Context: an optimization exercise on an open-source flow, tuned for small area and a short achievable clock period. The choices shown serve that exercise and are no tape-out recipe. Function was checked by simulation only, so behaviour that the tests miss may differ from the original.

Design GPPM, start of the top module:
module GPPM(
    input clk,
    input [3:0] raddr1,
    input [3:0] raddr2,
    input wen,
    input [3:0] waddr,
    input wdsrc,
    input [3:0] func,
    input [31:0] constant,
    output isZero,
    output [31:0] result
);
    wire [31:0] rdata1;
    wire [31:0] rdata2;
    wire [31:0] wdata;
    wire [31:0] ares;
    assign result=ares;
    assign wdata = (wdsrc)? ares : constant;
    RegFile rf (
        .clk (clk),
        .raddr1 (raddr1),
        .raddr2 (raddr2),
        .wen (wen),
        .waddr (waddr),
        .wdata (wdata),
        .rdata1 (rdata1),
        .rdata2 (rdata2)
    );
    ALU alu (
        .a (rdata1),
        .b (rdata2),
        .func (func),
        .res (ares),
        .isZero (isZero)
    );
endmodule
Size in the first run: roughly 15000 cells after synthesis, about 84 I/O pins, about 100000 µm² of cells after synthesis.
==> flow/config.mk <==
export PLATFORM = sky130hd
export DESIGN_NAME = GPPM
export DESIGN_NICKNAME = GPPM
export VERILOG_FILES = /design/flow/design.v
export SDC_FILE = /design/flow/constraint.sdc
export NUM_CORES = 4
export LEC_CHECK = 0
export ABC_AREA = 1
export CAP_MARGIN = 70
export CORE_MARGIN = 2
export CORE_UTILIZATION = 35
export SLEW_MARGIN = 70
==> flow/constraint.sdc <==
create_clock -name core_clock -period 125.0 [get_ports {clk}]
set_input_delay 25.0000 -clock core_clock [delete_from_list [all_inputs] [get_ports {clk}]]
set_output_delay 25.0000 -clock core_clock [all_outputs]
set_load 0.01 [all_outputs]
run.sh (not shown) runs the stock make flow with config.mk's settings and CLKGATE_MAP_FILE= SYNTH_SCRIPT=/design/flow/synth_recipe.tcl, a recipe that flattens the netlist after the stock synthesis.
The baseline completed with no timing, DRC or antenna violations.
Next try:
--- a/flow/design.v
+++ b/flow/design.v
@@ -22,36 +22,47 @@
     generate for (gi = 0; gi < 32; gi = gi + 1) begin : rev2
         assign sh_rev[gi] = sh_out[31-gi];
     end endgenerate
     wire [31:0] prod;
     MUL mul (.a(a), .b(b), .p(prod));
     wire [31:0] quo;
     DIV div (.a(a), .b(b), .q(quo));
+    reg [3:0] tt;
+    always @(*) begin
+        case (func[1:0])
+            2'd0: tt = 4'b1000;    
+            2'd1: tt = 4'b1110;    
+            2'd2: tt = 4'b0110;    
+            default: tt = 4'b0011;  
+        endcase
+    end
+    wire [31:0] lu;
+    generate for (gi = 0; gi < 32; gi = gi + 1) begin : lut
+        assign lu[gi] = tt[{a[gi], b[gi]}];
+    end endgenerate
     reg [31:0] r;
     always @(*) begin
         case (func)
             4'd0, 4'd1: r = sum[31:0];
             4'd2: r = prod;
-            4'd4: r = a & b;
-            4'd5:  r = a | b;
-            4'd6: r = a ^ b;
-            4'd7: r = ~a;
+            4'd4, 4'd5, 4'd6, 4'd7: r = lu;
             4'd8: r = sh_rev;
             4'd9: r = sh_out;
             4'd10: r = {31'h0, lts};
             4'd11: r = {31'h0, ltu};
             default: r = 32'h0;
         endcase
     end
     wire isdiv = (func == 4'd3);
     assign res = isdiv ? quo : r;
     assign isZero = isdiv ? (ltu & (|b)) : ~|r;
 endmodule
 module DIV(input [31:0] a, input [31:0] b, output [31:0] q);
-wire [33:0] B1 = {2'b0,b}; wire [33:0] B2 = {1'b0,b,1'b0}; wire [33:0] B3 = B1 + B2;
+wire [33:0] B1 = {2'b0,b}; wire [33:0] B2 = {1'b0,b,1'b0}; wire [33:0] B3;
+RADD #(33) b3 (.x(B1[32:0]), .y(B2[32:0]), .ci(1'b0), .s(B3[32:0]), .co(B3[33]));
 wire [1:0] p15 = a[31:30];
 wire t1 = p15[0] ^ B1[0];
 wire t2 = p15[1] ^ B1[1];
 wire t3 = t2 | t1;
 wire t4 = t2 ? p15[1] : p15[0];
 wire t5 = ~t3 | t4;
 wire t6 = t1 ? p15[0] : 1'b1;
What happened: The changed run completed without violations; area after synthesis fell by 0.87%; critical path depth fell by 14; global-route usage rose by 2.5 points; wire length rose by 8.4%; non-clock buffer count is unchanged; via count rose by 1.6%; worst setup slack gets worse by 0.50 ns; design area fell by 1.1%; sequential share of layout area rose by 0.16 points; die area fell by 0.87%.

[re-timing with driven ports]
Ports are ideal in the flow. The routed layouts listed here were re-timed in OpenROAD.
Step 1 sets driving cells, clkbuf_16 on the clock port and buf_2 on the other inputs (assumed; they add their load-dependent delay and slew).
Step 2 times the ports against the registers' clock, not the clock port: input delays grow and output delays shrink by t, the midpoint of the rising clock arrivals with the driver on.
Three values: no drivers, after step 1, after step 2; two values: the first two.
run	t, ns	setup slack, ns	hold slack, ns	worst setup path after step 2	worst slew at a driven data input, ns
the first run	0.682	42.341 / 42.304 / 42.304	2.003 / 2.003 / 2.003	input to output	0.18
the second run	0.669	41.840 / 41.817 / 41.817	1.997 / 1.997 / 1.997	input to output	0.12
After both steps setup and hold are still met in every run listed. For the first run, which loses most, drivers alone change the setup slack by -0.037 ns; drivers and shift together by -0.037 ns.
